This is an optimization exercise on Yosys and OpenROAD, whose aim is small area, a short achievable clock period and few clock cycles, not a production implementation. Function was checked by simulation only, so behaviour that the tests miss may differ from the original.

Setup of run 1:
// Milestone_1
module Milestone_1 (
   input  logic            Clock_50,
   input  logic            Resetn,
   input  logic            Initialize,
   input  logic   [15:0]   SRAM_read_data,
   output logic   [17:0]   SRAM_address,
   output logic   [15:0]   SRAM_write_data,
   output logic            SRAM_we_n,
   output logic            sim_done
);
logic        busy;          
logic        pro;           
logic [3:0]  pcnt;          
logic [4:0]  ph;            
logic        wpend;         
logic [7:0]  pcol;          
logic [15:0] y_addr;
logic [17:0] w_addr;
logic [15:0] yreg;          
logic [7:0]  uw [0:5];      
logic [7:0]  vw [0:5];      
logic [15:0] upend;         
logic [7:0]  vhold;         
logic [10:0] f1;            
logic [9:0]  f2;            
logic [7:0]  f3;
wire c0 = ph[0];
wire c1 = ph[1];
wire c2 = ph[2];
wire c3 = ph[3];
wire c4 = ph[4];
wire podd = pcol[0];
wire tail = (pcol >= 8'd156);       
wire last_col = (pcol == 8'd159);
wire [7:0] xy = c2 ? yreg[15:8] : yreg[7:0];
wire [7:0] xx = c2 ? vw[2] : f2[7:0];
wire [10:0] xa0_d, xa1_d;
wire xac_d;
m1_unit_x ux (.sr(c2 | c3), .sb(c4), .sfv(c0), .sfu(c1), .y(xy), .x(xx),
              .v0(vw[0]), .v1(vw[1]), .v2(vw[2]), .v3(vw[3]), .v4(vw[4]), .v5(vw[5]),
              .u0(uw[0]), .u1(uw[1]), .u2(uw[2]), .u3(uw[3]), .u4(uw[4]), .u5(uw[5]),
              .o0(xa0_d), .o1(xa1_d), .oc(xac_d));
  ...
Size: about 1800 cells after synthesis, about 300 flip-flops, roughly 55 I/O pins, about 21000 sq um of cells after synthesis.
export LEC_CHECK = 0
export CAP_MARGIN = 20
export CORE_MARGIN = 2
export CORE_UTILIZATION = 40
export SLEW_MARGIN = 20
create_clock -name core_clock -period 14.0 [get_ports {Clock_50}]
standard.sh (not shown) runs the stock make flow with config.mk's settings and CLKGATE_MAP_FILE= SYNTH_SCRIPT=/design/flow/synth_recipe.tcl, a recipe that flattens the netlist after the stock synthesis.
==> flow/flow/run.sh <==
#!/bin/bash
# Standard ORFS layout through the standard.sh, with two changes to how
# the layout is made:
#  - synthesis is the standard script with Yosys's quick ABC pass in
#    `synth` skipped (-noabc), so the full adders extract_fa finds keep the
#    polarity they are written with; registers are unchanged;
#  - OpenROAD's timing repair aims for a larger setup margin, so that repair
#    works the design's paths below the 14 ns constraint.
# The SDC is unchanged. make's output goes to flow_make.log.
set -euo pipefail
MARGIN=$(cat flow/setup_margin.txt)
sed 's/yosys synth -nofsm -noshare /yosys synth -nofsm -noshare -noabc /' synth_recipe.tcl > flow_synth.tcl
grep -q -- '-noabc' flow_synth.tcl
bash standard.sh SYNTH_SCRIPT="$PWD/flow_synth.tcl" SETUP_SLACK_MARGIN=$MARGIN finish > flow_make.log 2>&1
==> flow/flow/setup_margin.txt <==
9.5
Testbench counts of run 1, summed over its fixed seeds: cycles 774,748.
Changes in run 2 relative to run 1:
==> flow/flow/run.sh <==
#!/bin/bash
# Standard ORFS layout (the standard.sh, standard synthesis script) with a
# larger setup margin for OpenROAD's timing repair, so that repair works the
# design's own paths below the 14 ns constraint. The SDC is unchanged.
set -euo pipefail
MARGIN=$(cat flow/setup_margin.txt)
bash standard.sh SETUP_SLACK_MARGIN=$MARGIN finish > flow_make.log 2>&1
### Flow results
Run 2: PASS, flow complete, no timing, DRC or antenna violations. Number of vias after detailed routing grows by a little under 10% when moving from run 1 to run 2. Min area after synthesis across run 1 and run 2: run 1. Summary: with run 1 as the reference, routed wire length in run 2 moved up by a few percent. Compared with run 1, run 2 shows a higher post-detailed-placement half-perimeter wirelength.
> inputs changed (run 2 -> run 3)
==> flow/flow/run.sh <==
#!/bin/bash
# Standard ORFS layout through the standard.sh, with two changes to how
# the layout is made:
#  - synthesis is the standard script with Yosys's quick ABC pass in
#    `synth` skipped (-noabc), so the full adders extract_fa finds keep the
#    polarity they are written with; registers are unchanged;
#  - OpenROAD's timing repair aims for a larger setup margin, so that repair
#    works the design's paths below the 14 ns constraint.
# The SDC is unchanged. make's output goes to flow_make.log.
set -euo pipefail
MARGIN=$(cat flow/setup_margin.txt)
sed 's/yosys synth -nofsm -noshare /yosys synth -nofsm -noshare -noabc /' synth_recipe.tcl > flow_synth.tcl
grep -q -- '-noabc' flow_synth.tcl
bash standard.sh SYNTH_SCRIPT="$PWD/flow_synth.tcl" SETUP_SLACK_MARGIN=$MARGIN finish > flow_make.log 2>&1
==> flow/flow/setup_margin.txt <==
9
Notes after the runs:
Changes observed in run 3 relative to run 2: cell row count dropped 2.
[compare] base=run 2 new=run 3: final area moved down, fraction of layout cells with a size suffix above 1 moved down, routed wire length moved down, post-synthesis instance area moved down.
Run 2: all stages complete, timing, DRC and antenna checks passed
Run 3 was carried through to the last stage, and its layout satisfied the timing, design-rule and antenna checks.

* * *

## old
Milestone_1, a different RTL version from the one above (not shown whole).
For scale: about 2300 cells after synthesis, roughly 0.023 sq mm of cells after synthesis.
export LEC_CHECK = 0
export CAP_MARGIN = 20
export CORE_MARGIN = 2
export CORE_UTILIZATION = 40
export SLEW_MARGIN = 20
create_clock -name core_clock -period 14.0 [get_ports {Clock_50}]
run.sh (not shown) runs the stock make flow with config.mk's settings and CLKGATE_MAP_FILE= SYNTH_SCRIPT=/design/flow/synth_recipe.tcl, a recipe that flattens the netlist after the stock synthesis.
Stock flow here: none of the scripts above is used.
old finished end to end and its layout was clean on timing, DRC and antenna.
Testbench counts of old, summed over its fixed seeds: cycles 776,644.
#### Input delta (new over old)
==> flow/flow/run.sh (new file) <==
#!/bin/bash
# Standard ORFS layout (the standard.sh, standard synthesis script) with a
# larger setup margin for OpenROAD's timing repair, so that repair works the
# design's own paths below the 14 ns constraint. The SDC is unchanged.
set -euo pipefail
MARGIN=$(cat flow/setup_margin.txt)
bash standard.sh SETUP_SLACK_MARGIN=$MARGIN finish > flow_make.log 2>&1
==> flow/flow/setup_margin.txt (new file) <==
7
==> flow/standard.sh (new file) <==
#!/bin/bash
# synth_recipe.tcl (not shown) runs the flow's synth.tcl, then flattens the netlist and writes it again
# the make line also repeats each setting of config.mk as NAME=value (left out here)
make -C /OpenROAD-flow-scripts/flow DESIGN_CONFIG=/design/flow/config.mk WORK_HOME=/design/flow/orfs CLKGATE_MAP_FILE= SYNTH_SCRIPT=/design/flow/synth_recipe.tcl "${@:-finish}"
removed: flow/run.sh
--- outcome ---
Of old and new, new shows the higher worst setup margin, with old below it. new against old; met2 routed wirelength is up slightly. old -> new: cell count flat. Lower critical path depth among old and new: old. Summary of the comparison: cell area is higher in new, relative to old. Utilization: new > old. In new, flop-to-flop setup slack is higher than in old. ~same clock skew in old and new. ~same register fraction of the total cell area in old and new.

* * *

Another version of the RTL of Milestone_1 (not shown whole).
For scale: about 310 flip-flops, ~21000 um^2 of cells after synthesis.
==> flow/design.v (excerpt) <==
module Milestone_1 (
   input  logic            Clock_50,
   input  logic            Resetn,
   input  logic            Initialize,
   input  logic   [15:0]   SRAM_read_data,
   output logic   [17:0]   SRAM_address,
   output logic   [15:0]   SRAM_write_data,
   output logic            SRAM_we_n,
   output logic            sim_done
);
==> flow/config.mk <==
export PLATFORM = sky130hd
export DESIGN_NAME = Milestone_1
export DESIGN_NICKNAME = Milestone_1
export VERILOG_FILES = /design/flow/design.v
export SDC_FILE = /design/flow/constraint.sdc
export NUM_CORES = 4
export LEC_CHECK = 0
export CAP_MARGIN = 20
export CORE_MARGIN = 2
export CORE_UTILIZATION = 40
export SLEW_MARGIN = 20
==> flow/constraint.sdc <==
create_clock -name core_clock -period 14.0 [get_ports {Clock_50}]
set_input_delay 2.8000 -clock core_clock [delete_from_list [all_inputs] [get_ports {Clock_50}]]
set_output_delay 2.8000 -clock core_clock [all_outputs]
set_load 0.01 [all_outputs]
standard.sh (not shown) runs the stock make flow with config.mk's settings and CLKGATE_MAP_FILE= SYNTH_SCRIPT=/design/flow/synth_recipe.tcl, a recipe that flattens the netlist after the stock synthesis.
==> flow/flow/run.sh <==
#!/bin/bash
# Standard ORFS layout through the standard.sh, with two changes to how
# the layout is made:
#  - synthesis is the standard script with Yosys's quick ABC pass in
#    `synth` skipped (-noabc), so the full adders extract_fa finds keep the
#    polarity they are written with; registers are unchanged;
#  - OpenROAD's timing repair aims for a larger setup margin, so that repair
#    works the design's paths below the 14 ns constraint.
# The SDC is unchanged. make's output goes to flow_make.log.
set -euo pipefail
MARGIN=$(cat flow/setup_margin.txt)
sed 's/yosys synth -nofsm -noshare /yosys synth -nofsm -noshare -noabc /' synth_recipe.tcl > flow_synth.tcl
grep -q -- '-noabc' flow_synth.tcl
bash standard.sh SYNTH_SCRIPT="$PWD/flow_synth.tcl" SETUP_SLACK_MARGIN=$MARGIN finish > flow_make.log 2>&1
==> flow/flow/setup_margin.txt <==
9.5
The first run ran to the end with no violations.
Testbench counts at the start, summed over its fixed seeds: cycles 774,748.
Next try:
==> flow/flow/setup_margin.txt (replaced) <==
9
Outcome: Design area is lower by 3.7%. Routed wire length is lower by 1.9%. Hold slack hardly moves. Worst setup slack loses 0.31 ns. Via count is lower by 1.3%. Area after synthesis does not change.
Next try:
==> flow/flow/run.sh (replaced) <==
#!/bin/bash
# Standard ORFS layout (the standard.sh, standard synthesis script) with a
# larger setup margin for OpenROAD's timing repair, so that repair works the
# design's own paths below the 14 ns constraint. The SDC is unchanged.
set -euo pipefail
MARGIN=$(cat flow/setup_margin.txt)
bash standard.sh SETUP_SLACK_MARGIN=$MARGIN finish > flow_make.log 2>&1
Cell area goes up by 0.63%; die area climbs by 0.65%; non-clock buffer count grows by 2; global-route usage drops by 0.81 points; via count went down by 0.43%; register-to-register slack hardly moves; utilization increases by 0.20 points; cell count grows by 4.0%; setup slack stays flat.

* * *

Milestone_1 with an RTL version that a note above also has.
Size: about 1800 cells after synthesis, ~300 flip-flops, roughly 55 I/O pins, ~21000 µm² of cells after synthesis.
==> flow/design.v (excerpt) <==
module Milestone_1 (
   input  logic            Clock_50,
   input  logic            Resetn,
   input  logic            Initialize,
   input  logic   [15:0]   SRAM_read_data,
   output logic   [17:0]   SRAM_address,
   output logic   [15:0]   SRAM_write_data,
   output logic            SRAM_we_n,
   output logic            sim_done
);
Settings: LEC_CHECK=0, CAP_MARGIN=20, CORE_MARGIN=2, CORE_UTILIZATION=55, SLEW_MARGIN=20; clock period 14.0 ns.
==> flow/flow/run.sh <==
#!/bin/bash
# Standard ORFS layout through the standard.sh, with two changes to how
# the layout is made:
#  - synthesis is the standard script with Yosys's quick ABC pass in
#    `synth` skipped (-noabc), so the full adders extract_fa finds keep the
#    polarity they are written with; registers are unchanged;
#  - OpenROAD's timing repair aims for a larger setup margin, so that repair
#    works the design's paths below the 14 ns constraint.
# The SDC is unchanged. make's output goes to flow_make.log.
set -euo pipefail
MARGIN=$(cat flow/setup_margin.txt)
sed 's/yosys synth -nofsm -noshare /yosys synth -nofsm -noshare -noabc /' synth_recipe.tcl > flow_synth.tcl
grep -q -- '-noabc' flow_synth.tcl
bash standard.sh SYNTH_SCRIPT="$PWD/flow_synth.tcl" SETUP_SLACK_MARGIN=$MARGIN finish > flow_make.log 2>&1
==> flow/flow/setup_margin.txt <==
9
Testbench counts at the start, summed over its fixed seeds: cycles 774,748.
Next try:
==> flow/flow/run.sh (replaced) <==
#!/bin/bash
# Standard ORFS layout (the standard.sh, standard synthesis script) with a
# larger setup margin for OpenROAD's timing repair, so that repair works the
# design's own paths below the 14 ns constraint. The SDC is unchanged.
set -euo pipefail
MARGIN=$(cat flow/setup_margin.txt)
bash standard.sh SETUP_SLACK_MARGIN=$MARGIN finish > flow_make.log 2>&1
CORE_UTILIZATION = 40   (was 55)
Result: Setup slack improves by 0.24 ns; register-to-register slack improves by 0.24 ns; utilization came out lower by 17 points; synthesized cell count came out higher by roughly a tenth; routed wire length came out higher by a few percent; global-route usage came out lower by 8.4 points; first-iteration DRC count came out higher by about a fifth.

[port drivers added, routing unchanged]
The flow's constraints put no driver on any port. The routed layouts listed below were extracted and timed again, unchanged, in two steps. Step 1, drivers: a clkbuf_16 drives Clock_50 and a buf_2 each remaining input, both assumed. Step 2 times the ports against the registers' clock, not the clock port: input delays grow and output delays shrink by t, the midpoint of the rising clock arrivals with the driver on. a / b / c = ideal / step 1 / step 2; a / b = the first two.
| run | t (ns) | setup WS [ns] | worst hold slack (ns) | worst register clock-pin slew, ns |
|---|---|---|---|---|
| run 1 | 0.606 | 8.610 / 8.610 / 8.610 | 0.323 / 0.323 / 0.323 | 0.07 / 0.07 |
| run 2 | 0.611 | 8.937 / 8.937 / 8.937 | 0.330 / 0.330 / 0.330 | 0.07 / 0.07 |
| run 3 | 0.597 | 8.648 / 8.648 / 8.648 | 0.326 / 0.326 / 0.326 | 0.06 / 0.06 |
| old | 0.635 | 6.627 / 6.627 / 6.627 | 0.368 / 0.368 / 0.368 | 0.07 / 0.07 |
| new | 0.637 | 7.344 / 7.344 / 7.344 | 0.366 / 0.366 / 0.366 | 0.07 / 0.07 |
| the first run of note 3 | 0.611 | 9.452 / 9.452 / 9.319 | 0.328 / 0.328 / 0.328 | 0.06 / 0.06 |
| the second run of note 3 | 0.607 | 9.138 / 9.138 / 9.138 | 0.326 / 0.326 / 0.326 | 0.06 / 0.06 |
| the third run of note 3 | 0.620 | 9.141 / 9.141 / 9.140 | 0.325 / 0.325 / 0.325 | 0.06 / 0.06 |
| the first run of note 4 | 0.599 | 8.594 / 8.594 / 8.594 | 0.329 / 0.329 / 0.329 | 0.07 / 0.07 |
| the second run of note 4 | 0.613 | 8.830 / 8.830 / 8.830 | 0.329 / 0.329 / 0.329 | 0.07 / 0.07 |
After both steps every run listed still meets setup and hold. For the first run of note 3, which loses most, drivers alone change the setup slack by 0.000 ns; drivers and shift together by -0.133 ns.
